This design comes from an exercise in tuning for small area on the open sky130 flow, not from production work.
Function was checked by simulation only, so behaviour that the tests miss may differ from the original.
Power and IR drop assume default switching activity.

before:
==> flow/design.v (excerpt) <==
module dp_dtm
(
    input   logic   [0  : 0]    tdi,
    input   logic   [0  : 0]    tms,
    input   logic   [0  : 0]    tck,
    input   logic   [0  : 0]    trst,
    output  logic   [0  : 0]    tdo,
    output  logic   [6  : 0]    dmi_address,
    output  logic   [31 : 0]    dmi_wdata,
    input   logic   [31 : 0]    dmi_rdata,
    output  logic   [1  : 0]    dmi_op
);
    logic [3:0]  state, next_state;   
    logic        mode, mode_d;
    logic        shf, shf_d;          
    logic [4:0]  ir, ir_d;            
    logic [40:0] sr;                  
    logic [40:0] sr_d;
    logic [40:0] upd;                 
    logic        valid, valid_d;      
    logic        sr_en, upd_en;
    logic        capture, ncap, cap_dmi, cap_ndmi, cap_id, cap_dtmcs, cap_ir;
    logic        show, nmode;
    dp_ctrl ctrl
    (
        .s          ( state         ),
        .tms        ( tms           ),
        .tdi        ( tdi           ),
        .ir         ( ir            ),
        .mode       ( mode          ),
        .valid      ( valid         ),
        .shf        ( shf           ),
  ...
export LEC_CHECK = 0
export CAP_MARGIN = 0
export CORE_MARGIN = 2
export CORE_UTILIZATION = 40
export PLACE_DENSITY = 0.9
export SLEW_MARGIN = 0
export SYNTH_HIERARCHICAL = 1
export SYNTH_MINIMUM_KEEP_SIZE = 0
create_clock -name core_clock -period 10.0 [get_ports {tck}]
run.sh (not shown) runs the stock make flow with config.mk's settings and CLKGATE_MAP_FILE= SYNTH_SCRIPT=/design/flow/synth_recipe.tcl, a recipe that flattens the netlist after the stock synthesis.
before went all the way through the flow, and no timing, DRC or antenna check failed.
Input-level comparison between after and before:
Settings: swapping 0.9 for 0.55 in PLACE_DENSITY.
==> summary.txt <==
Looking at final wirelength, after sits above before. Number of DRC markers in iteration 0 was higher in after than in before. before was routed with more vias than after. after closes out successfully: all stages finished, all timing, DRC and antenna checks passed.

== run A ==
dp_dtm again, from the RTL that the note above started with.
Design dp_dtm, start of the top module:
module dp_dtm
(
    input   logic   [0  : 0]    tdi,
    input   logic   [0  : 0]    tms,
    input   logic   [0  : 0]    tck,
    input   logic   [0  : 0]    trst,
    output  logic   [0  : 0]    tdo,
    output  logic   [6  : 0]    dmi_address,
    output  logic   [31 : 0]    dmi_wdata,
    input   logic   [31 : 0]    dmi_rdata,
    output  logic   [1  : 0]    dmi_op
);
    logic [3:0]  state, next_state;   
    logic        mode, mode_d;
    logic        shf, shf_d;          
    logic [4:0]  ir, ir_d;            
    logic [40:0] sr;                  
    logic [40:0] sr_d;
    logic [40:0] upd;                 
    logic        valid, valid_d;      
    logic        sr_en, upd_en;
    logic        capture, ncap, cap_dmi, cap_ndmi, cap_id, cap_dtmcs, cap_ir;
    logic        show, nmode;
    dp_ctrl ctrl
    (
        .s          ( state         ),
        .tms        ( tms           ),
  ...
Settings: LEC_CHECK=0, CAP_MARGIN=0, CORE_MARGIN=2, CORE_UTILIZATION=40, PLACE_DENSITY=0.4, SLEW_MARGIN=0, SYNTH_HIERARCHICAL=1, SYNTH_MINIMUM_KEEP_SIZE=0; clock period 10.0 ns.
Run A closes out successfully: all stages finished, all timing, DRC and antenna checks passed.
Setup changes, run A to run B
Settings: PLACE_DENSITY now 0.5, was 0.4.
Findings:
Going from run A to run B, post-route cell area dropped 0.84%, setup slack dropped 52 ps, cell area after synthesis barely changed, final cell count barely changed, power dropped about 3.3%.
[inputs] run C vs run B
Settings: swapping 40 for 35 in CORE_UTILIZATION.
## What came out
Changes observed in run C relative to run B: layout cell share with drive strength beyond 1 did not really move; global router's overall resource usage went down; clock network fraction of design power went up.
Run C: all stages complete, timing, DRC and antenna checks passed
Wire length the detailed router placed on met1 is higher on run C
Final cycle utilization of the critical path ended up 0.59 points lower on run C than on run B.
Looking at worst-case setup slack after placement, run C sits above run B.
The top fanout value on the critical path was comparable across run C and run B.
Run B → run C: sequential share of layout area lower, fraction of the core area covered by cells at the end of the flow fell 5.8 points.
> inputs changed (run C -> run D)
Settings: CORE_UTILIZATION: 35 -> 40; GPL_TIMING_DRIVEN: unset -> 0.
### Flow results
- [run D] pin slew with the least headroom to its limit rose 88 ps relative to run C
- Run C ended up with dmi_wdata[21] as its termination of the worst setup path; run D ended up with dmi_wdata[8].
- Run D vs run C — total net switching power dropped slightly
- The lower minimum clock period after layout came out of run C.
- Run C -> run D: overall routed net length decreased slightly
- [run D] met3 wire length rose about 4.5% relative to run C

Setup of old:
Another version of the RTL of dp_dtm (not shown whole).
Size in the first run: ~250 cells after synthesis, ~94 flip-flops, about 78 I/O pins.
export LEC_CHECK = 0
export CAP_MARGIN = 20
export CORE_MARGIN = 2
export CORE_UTILIZATION = 40
export SLEW_MARGIN = 20
export SYNTH_HIERARCHICAL = 1
export SYNTH_MINIMUM_KEEP_SIZE = 0
create_clock -name core_clock -period 10.0 [get_ports {tck}]
old went all the way through the flow, and no timing, DRC or antenna check failed.
What new does differently from old at the input level:
- swapping 20 for 0 in CAP_MARGIN
- swapping 20 for 0 in SLEW_MARGIN
[summary]
Final area: new < old. Net count of the mapped netlist: old vs new — no meaningful difference. new vs old: total number of vias down. Sequential share of layout area: new vs old up 0.27 points. Share of the clock period used by the worst path: old vs new, no meaningful difference. Delta (new minus old): maximum operating frequency has remained practically unchanged; quantity of I/O buffers inserted on ports stayed essentially flat; sequential fraction of design power grew by 0.3 points; routed length on met2 shows an increase of about 4.6%. Net switching power of the design is lower on new.

== exp/ember ==
dp_dtm with an RTL version that a note above also has.
For scale: ~250 cells after synthesis, roughly 94 flip-flops, about 78 I/O pins, roughly 3800 um2 of cells after synthesis.
Settings: LEC_CHECK=0, CAP_MARGIN=0, CORE_MARGIN=2, CORE_UTILIZATION=40, PLACE_DENSITY=0.75, SLEW_MARGIN=0, SYNTH_HIERARCHICAL=1, SYNTH_MINIMUM_KEEP_SIZE=0; clock period 10.0 ns.
No stage failed in exp/ember, and the final checks on the layout all came back clean.
Inputs modified between exp/ember and exp/onyx:
# exp/ember
export LEC_CHECK = 0
export CAP_MARGIN = 0
export CORE_MARGIN = 2
export CORE_UTILIZATION = 40
export PLACE_DENSITY = 0.75
export SLEW_MARGIN = 0
export SYNTH_HIERARCHICAL = 1
export SYNTH_MINIMUM_KEEP_SIZE = 0
create_clock -name core_clock -period 10.0 [get_ports {tck}]
# exp/onyx
export LEC_CHECK = 0
export CAP_MARGIN = 0
export CORE_MARGIN = 2
export CORE_UTILIZATION = 40
export PLACE_DENSITY = 0.45
export SLEW_MARGIN = 0
export SYNTH_HIERARCHICAL = 1
export SYNTH_MINIMUM_KEEP_SIZE = 0
create_clock -name core_clock -period 10.0 [get_ports {tck}]
### Flow results
When exp/onyx is measured against exp/ember, its power turns out about 3.3% lower.
Between exp/onyx and exp/ember, the maximum frequency is higher for exp/ember.
exp/onyx — critical path arrival 0.03 ns higher, exp/ember as reference
exp/onyx: done, clean on timing, DRC and antenna
Against exp/ember, exp/onyx reports a non-clock buffer count that is higher.
Layout filler cell count of exp/onyx exceeds that of exp/ember by a little under 10%.
Between exp/ember and exp/onyx, smallest setup slack after layout decreased.
[compare] base=exp/ember new=exp/onyx: wire length has increased; logic gate share of total power moved up; ratio of final minimum period to clock period +0.29 points; cell area after layout lower.
Input changes introduced in exp/maple (baseline for comparison: exp/onyx):
# exp/onyx
export LEC_CHECK = 0
export CAP_MARGIN = 0
export CORE_MARGIN = 2
export CORE_UTILIZATION = 40
export PLACE_DENSITY = 0.45
export SLEW_MARGIN = 0
export SYNTH_HIERARCHICAL = 1
export SYNTH_MINIMUM_KEEP_SIZE = 0
create_clock -name core_clock -period 10.0 [get_ports {tck}]
# exp/maple
export LEC_CHECK = 0
export CAP_MARGIN = 0
export CORE_MARGIN = 2
export CORE_UTILIZATION = 40
export PLACE_DENSITY = 0.6
export SLEW_MARGIN = 0
export SYNTH_HIERARCHICAL = 1
export SYNTH_MINIMUM_KEEP_SIZE = 0
create_clock -name core_clock -period 10.0 [get_ports {tck}]
### Flow results
- Between exp/onyx and exp/maple, cell area reported after detailed placement decreased.
- exp/maple against exp/onyx; total detailed-routing wirelength is down by a few percent.
- Per the comparison of exp/maple with exp/onyx, worst setup slack went up; final area held; non-clock buffer share of cell area has decreased; critical path depth was more or less identical.
- Going from exp/onyx to exp/maple, synthesized cell count did not really move, combinational power down about 1%.
